This is an optimization exercise on Yosys and OpenROAD, whose aim is small area and a short achievable clock period, not a production implementation. Function was checked by simulation only, so behaviour that the tests miss may differ from the original. Power and IR drop assume default switching activity.

==> flow/design.v (outline; a module is shown in full before it is edited, if it fits) <==
// module ALU: 3006 lines
// module fadd: 4 lines
// module hadd: 4 lines
module ALU(clk_fake, opCode, inA, inB, dataOut);
  // ...
==> flow/flow/run.sh <==
#!/bin/bash
# The standard layout (the standard.sh, ORFS synthesis to finish), except that the
# port buffers are sky130_fd_sc_hd__buf_2 instead of the slow delay cell ORFS picks.
# Every port still gets its own buffer.  The full tool output goes to standard.log.
set -o pipefail
bash standard.sh "BUFFER_PORTS_ARGS=-buffer_cell sky130_fd_sc_hd__buf_2" finish > standard.log 2>&1
==> flow/standard.sh <==
#!/bin/bash
# synth_recipe.tcl (not shown) runs the flow's synth.tcl, then flattens the netlist and writes it again
# the make line also repeats each setting of config.mk as NAME=value (left out here)
make -C /OpenROAD-flow-scripts/flow DESIGN_CONFIG=/design/flow/config.mk WORK_HOME=/design/flow/orfs CLKGATE_MAP_FILE= SYNTH_SCRIPT=/design/flow/synth_recipe.tcl "${@:-finish}"
==> flow/config.mk <==
export PLATFORM = sky130hd
export DESIGN_NAME = ALU
export DESIGN_NICKNAME = ALU
export VERILOG_FILES = /design/flow/design.v
export SDC_FILE = /design/flow/constraint.sdc
export NUM_CORES = 4
export LEC_CHECK = 0
export ABC_AREA = 1
export CAP_MARGIN = 30
export CORE_MARGIN = 2
export CORE_UTILIZATION = 55
export CTS_CLUSTER_DIAMETER = 90
export CTS_CLUSTER_SIZE = 40
export PLACE_DENSITY = 0.7
export SETUP_SLACK_MARGIN = 5
export SLEW_MARGIN = 20
export SYNTH_HIERARCHICAL = 1
export TNS_END_PERCENT = 0
==> flow/constraint.sdc <==
create_clock -name core_clock -period 9.5 [get_ports {clk_fake}]
set_input_delay 1.9000 -clock core_clock [delete_from_list [all_inputs] [get_ports {clk_fake}]]
set_output_delay 1.9000 -clock core_clock [all_outputs]
set_load 0.01 [all_outputs]
==> results.json, run 1 <==
{
  "cts_tree": "yes",
  "worstReg2RegStart": "mr0_13_0$_DFF_P_",
  "p_seq_frac": 0.233,
  "taps": 1060,
  "synthAdderAreaFrac": 0.4212,
  "synth_seq_cells": 368,
  "largest_reg_flops": 128,
  "whs_endpoint": "dataOut[89]$_DFFE_PP_",
  "pwr-share-comb": 0.639,
  "multi_input_area_sq_um": 33610,
  "area_growth_pct": 7.921,
  "cts_setup_buffers": 0,
  "ys_async_sr_fraction": 0,
  "numCtsBuffers": 26,
  "sh_seq_area": 0.1791,
  "final_net_count": 6448,
  "grt_busiest_layer": "met2",
  "maxCapViolations": 0,
  "synth_cell_type_count": 54,
  "fillCellCount": 7062,
  "routed_via_density": 6.260,
  "final_hold_viol_count": 0,
  "worst-setup-path-type": "input pin to flop",
  "grt_overflow": 0,
  "largest_register": "dataOut",
  "ctsHoldBuffers": 0,
  "clkCellAreaFrac": 0.02003,
  "cts_resized": 65,
  "worst-path-stages": 6,
  "seq_area_sq_um": 8648,
  "cp-end-kind": "flop",
  "status": "complete, no violations",
  "cp-endpoint": "dataOut[48]$_DFFE_PP_",
  "layout.nonclk_buf_frac": 0.05425,
  "netlist_area_sq_um": 44750,
  "hpwl_mm": 122.8,
  "internal_power_w": 0.005433,
  "critPathSlowestCell": "o21ai_0"
}
==> run 2, diff against run 1 <==
--- a/flow/design.v
+++ b/flow/design.v
@@ -2974,35 +2974,36 @@
   assign ms[0] = ms0;
   assign mc[0] = mc0;
   assign ms[1] = ms1;
   assign mc[1] = mc1;
   assign ms[2] = ms2;
   assign mc[2] = mc2;
   assign ms[3] = ms3;
   assign mc[3] = mc3;
-  logic [127:0] sum;
+  logic [127:0] sum, prod;
   genvar g;
   generate for (g = 0; g < 4; g = g + 1) begin : lane
     wire [15:0] al = inA[32*g +: 16], ah = inA[32*g+16 +: 16];
     wire [15:0] bl = op_imm ? inB[15:0] : inB[32*g +: 16];
     wire [15:0] bh = op_imm ? inB[15:0] : inB[32*g+16 +: 16];
     wire [15:0] xl = op_mul ? ms[g][15:0]  : (al ^ {16{op_sub}});
     wire [15:0] xh = op_mul ? ms[g][31:16] : (ah ^ {16{op_sub}});
     wire [15:0] yl = op_mul ? mc[g][15:0]  : bl;
     wire [15:0] yh = op_mul ? mc[g][31:16] : bh;
     wire [16:0] mlo = {1'b0, ms[g][15:0]} + {1'b0, mc[g][15:0]};
     wire ch = op_mul ? mlo[16] : op_sub;
+    assign prod[32*g +: 32] = sum[32*g +: 32];
     wire [16:0] sl = {xl, op_sub} + {yl, op_sub};
     wire [16:0] sh = {xh, ch} + {yh, ch};
     assign sum[32*g +: 32] = {sh[16:1], sl[16:1]};
   end endgenerate
   wire [127:0] ld = opCode[1] ? {4{inB[31:0]}} : {4{16'h0000, inB[15:0]}};
   wire [127:0] lg = opCode[1] ? (inA & inB) : (inA | inB);
-  wire [127:0] res = ~opCode[2] ? ld : (opCode[4] & opCode[3]) ? lg : sum;
+  wire [127:0] res = ~opCode[2] ? ld : ~opCode[4] ? sum : ~opCode[3] ? prod : lg;
   wire valid = (opCode == 6'd0) || (opCode == 6'd2) || (opCode == 6'd4) ||
                (opCode == 6'd6) || (opCode == 6'd12) || (opCode == 6'd20) ||
                (opCode == 6'd28) || (opCode == 6'd30);
   always_ff @(posedge clk_fake)
     if (valid) dataOut <= res;
 endmodule
 module fadd(input a, input b, input c, output s, output co);
   assign s = a ^ b ^ c;
==> flow/flow/run.sh (replaced) <==
#!/bin/bash
# The standard layout (the standard.sh, ORFS synthesis to finish), except that the
# port buffers are sky130_fd_sc_hd__buf_1 instead of the slow delay cell ORFS picks.
# Every port still gets its own buffer.  The full tool output goes to standard.log.
set -o pipefail
bash standard.sh "BUFFER_PORTS_ARGS=-buffer_cell sky130_fd_sc_hd__buf_1" finish > standard.log 2>&1
==> flow/config.mk (replaced) <==
export PLATFORM = sky130hd
export DESIGN_NAME = ALU
export DESIGN_NICKNAME = ALU
export VERILOG_FILES = /design/flow/design.v
export SDC_FILE = /design/flow/constraint.sdc
export NUM_CORES = 4
export LEC_CHECK = 0
export CAP_MARGIN = 20
export CORE_MARGIN = 2
export CORE_UTILIZATION = 55
export PLACE_DENSITY = 0.7
export SETUP_SLACK_MARGIN = 5
export SLEW_MARGIN = 20
export SYNTH_HIERARCHICAL = 1
export TNS_END_PERCENT = 0
==> run 2 against run 1 <==
Compared with the run above: still clean on timing, DRC and antenna; critical path depth unchanged; sequential share of layout area fell by 0.34 points; synthesized cell count fell by 4.4%; non-clock buffer count grew 135; fmax decreased by 1.7%; sequential power about the same; global-route usage is 0.066 points higher; design area rose by 2.0%; clock skew rose by 0.0080 ns; largest power group unchanged.
==> results.json, run 2 <==
{
  "worst-setup-path-type": "input pin to flop",
  "floorplan.die.width_microns": 287.6,
  "clock_power_share": 0.182,
  "grt_overflow": 0,
  "internal_power_w": 0.006112,
  "ctsHoldBuffers": 0,
  "path_clk_slew_ns": 0.06,
  "grt_use_total": 0.4039,
  "status": "complete, no violations",
  "numPortBuffers": 390,
  "synth_edf_count": 128,
  "synth_top_area_frac": 0.3675,
  "power.density_nw_per_um2": 223.2,
  "synth_seq_area_share": 0.1955,
  "cp.arrival_ns": 4.95,
  "numCtsBuffers": 47,
  "synth_flop_cell": "dfxtp_1",
  "design.core.area_sq_um": 79260,
  "pwr-share-comb": 0.596,
  "synth_commonest_cells": "nand2_1 (1,232), fa_1 (812), a21oi_1 (408), nor2_1 (311), o21ai_0 (309)",
  "maxUsedRoutingLayer": "met5",
  "skew_ns": 0.03312,
  "layout_common_cells": "nand2_1 (1,220), fa_1 (811), a21oi_1 (403), buf_1 (379), nor2_1 (308)",
  "grt_pass1_vias": 39980,
  "start_util": 0.5581,
  "maxCapViolations": 0,
  "maxSlewViolCount": 0,
  "clk_latency_ns": 0.63,
  "ys_async_sr_fraction": 0,
  "hold-path-cell-count": 4,
  "postRouteAntennaNets": 0,
  "synth_seq_cells": 368,
  "fmax_mhz": 211.7,
  "met3WireLength_mm": 23.56,
  "switchingPower_w": 0.004879,
  "grt_antenna_before_repair": 13,
  "ioPinCount": 391,
  "finalWirelength_mm": 168.1,
  "setup_tns_ns": 0,
  "drt_first_iter_violations": 4765,
  "htree_levels": 2,
  "drive_above_1_share": 0.06345,
  "final_net_count": 6362,
  "cts-root-buf": "clkbuf_16",
  "area_growth_pct": 11.31,
  "wl_per_cell_microns": 27.14,
  "routed_via_density": 6.337,
  "netlist_area_sq_um": 44230,
  "final_hold_viol_count": 0,
  "rrSetupSlack_ns": 5.03,
  "critPathSlowestCell": "buf_4",
  "wl_met2_mm": 72.86,
  "grt_pass1_wl_mm": 247.2,
  "netSwitchingFraction": 0.4439,
  "tightest_slew_ns": 1.281,
  "synth_top_area_cell": "fa_1",
  "fin_ws_ns": 4.777,
  "slowest_delay_ns": 0.77,
  "rows": 103,
  "yosysWarnings": 7,
  "cp_common_cell": "buf_4",
  "synth.most_common_cell": "nand2_1",
  "layout_commonest_cell": "nand2_1",
  "ir_drop_mv": 0.1565,
  "cp_data_required_time_ns": 9.72,
  "drc_errors": 0,
  "place.gp.congestion": 0.9804,
  "grt_max_degree": 90,
  "avgSynthCellArea_sq_um": 9.035,
  "synthesis.nets": 6159,
  "worstHoldPathType": "flop to flop",
  "dieHeight_microns": 287.6,
  "largest_register": "dataOut",
  "period_needed_ns": 4.723,
  "yosys-top-cells-area": "fa_1 (37%), dfxtp_1 (11%), nand2_1 (10%)",
  "rsz0062_at_grt": "yes",
  "largest_reg_flops": 128,
  "relSlewSlack": 0.1428,
  "finalSetupViolations": 0,
  "leakage_nw": 18.85,
  "post-place-ws_ns": 3.300,
  "cp_max_fo": 62,
  "hpwl_mm": 116.0,
  "syn_inst": 4896,
  "p_seq_frac": 0.222,
  "clockBufferDepth": 3,
  "dieArea_sq_um": 82710,
  "dr_total_vias": 39260,
  "cts_tree": "yes",
  "critPathLaunchType": "input pin",
  "met1_length_mm": 60.20,
  "first_pass_iters": 6,
  "worst-r2r-cell-count": 21,
  "cp-end-kind": "flop",
  "synth_cell_type_count": 80,
  "cts.sinks": 368,
  "cp_cell_sequence": "clkbuf_4 -> buf_4 -> inv_2 -> buf_4 -> nand2_1 -> o21ai_0",
  "fin_crit_sh": 0.4971
}
## run 2: cell count changes after synthesis, moves of 36 or more
cell | before | now
clkbuf_1 | 225 | 294
mux2i_1 | 68 | 3
xnor2_1 | 141 | 105
a22oi_1 | 62 | 10
nand3_1 | 132 | 25
xor2_1 | 38 | 133
a21oi_1 | 298 | 408
buf_2 | 70 | 6
inv_1 | 274 | 198
nand2_1 | 1627 | 1232
nor2_1 | 214 | 311
o21ai_0 | 259 | 309
## run 2: worst paths after layout
| kind | start | end |
|---|---|---|
| worst max-delay path | opCode[2] | dataOut[64]$_DFFE_PP_ |
| worst min-delay path | mr2_30_1$_DFF_P_ | dataOut[94]$_DFFE_PP_ |
| worst max register to register | mr1_9_0$_DFF_P_ | dataOut[61]$_DFFE_PP_ |
| worst min register to register | mr2_30_1$_DFF_P_ | dataOut[94]$_DFFE_PP_ |
## run 2: metrics by stage
stage	instance area [sq um]	hold slack [ns]	util	power (W)	cells
after floorplan	44320	0.8265	-	0.006715	4896
after global placement	46650	0.8948	0.5886	0.008599	6079
after detailed placement	46650	0.9144	0.5886	0.008659	6079
after CTS	48820	0.9281	0.6160	0.01077	6175
after global routing	49220	0.9696	0.6210	0.01175	6189
final	49240	0.9219	0.6212	0.01099	6196
## run 2: timing repair
| item | 4_1_cts | 5_1_grt |
|---|---|---|
| buffers inserted | 2 | 3 |
| cloned | 6 | 9 |
| gates resized for setup | 65 | 51 |
| pin swaps | 1 | 10 |
| endpoints found under the setup margin | 273 | 178 |
## run 2: cells by family after synthesis
group,Yosys count,share of synthesized area
xor+xnor,238,0.04712
buf+inv,599,0.05100
mux,7,0.001697
fa+ha+maj,1021,0.4254
simple gates,1669,0.1488
flops,368,0.1955
compound gates,994,0.1305
## run 2: critical path: cells and delay by family
kind | cells | cell delay [ns]
compound gates | 1 | 0.54
buf+inv | 4 | 1.89
simple gates | 1 | 0.53
## run 2: power by group through the flow
stage                     clock [W]  sequential (W)  combinational [W]
after detailed placement          0         0.00246            0.00620
after global routing        0.00205         0.00249            0.00721
final                       0.00200         0.00244            0.00655
after CTS                   0.00200         0.00243            0.00634
after global placement            0         0.00246            0.00614
after floorplan                   0         0.00239            0.00432
## run 2: area by class of cell
type                    count  area [sq um]
multi-input cells        3929         33560
fillers                  6721         30020
flip-flops and latches    368          8648
repair buffers            554          3236
clock buffers              57          1318
well taps                1050          1314
inverters                 198         769.5
clock inverters            31         362.8
diodes                      8         20.02
repair inverters            1         11.26
## run 2: per-module statistics from Yosys, one instance, submodules excluded
module | cells inside | area [sq um] | times used
ALU | 4092 | 28140 | 1
fadd | 1 | 20.02 | 804
## run 2: per-layer routing
metal  global-route usage  up-vias
met1               0.5194    19390
li1                     -    16330
met5                    0        -
met4               0.2367       10
met2               0.5951     2921
met3               0.1362      621

what the ideal ports hide:
The flow's constraints put no driver on any port. The routed layouts listed below were extracted and timed again, unchanged, in two steps.
Step 1: set_driving_cell puts a clkbuf_16 on clk_fake and a buf_2 on each other input, an assumption about the parent block.
Step 2 times the ports against the registers' clock, not the clock port: input delays grow and output delays shrink by t, the midpoint of the rising clock arrivals with the driver on.
Slacks: ideal ports / drivers / drivers and shift; pairs: ideal ports / drivers.
| run | shift t [ns] | setup WS [ns] | worst setup path after step 2 | pins driven straight from the clock port |
|---|---|---|---|---|
| run 1 | 0.685 | 4.858 / 4.802 / 4.117 | input to register | 1 |
| run 2 | 0.688 | 4.777 / 4.736 / 4.048 | input to register | 1 |
After both steps setup and hold are still met in every run listed. For run 1, which loses most, drivers alone change the setup slack by -0.056 ns; drivers and shift together by -0.741 ns.
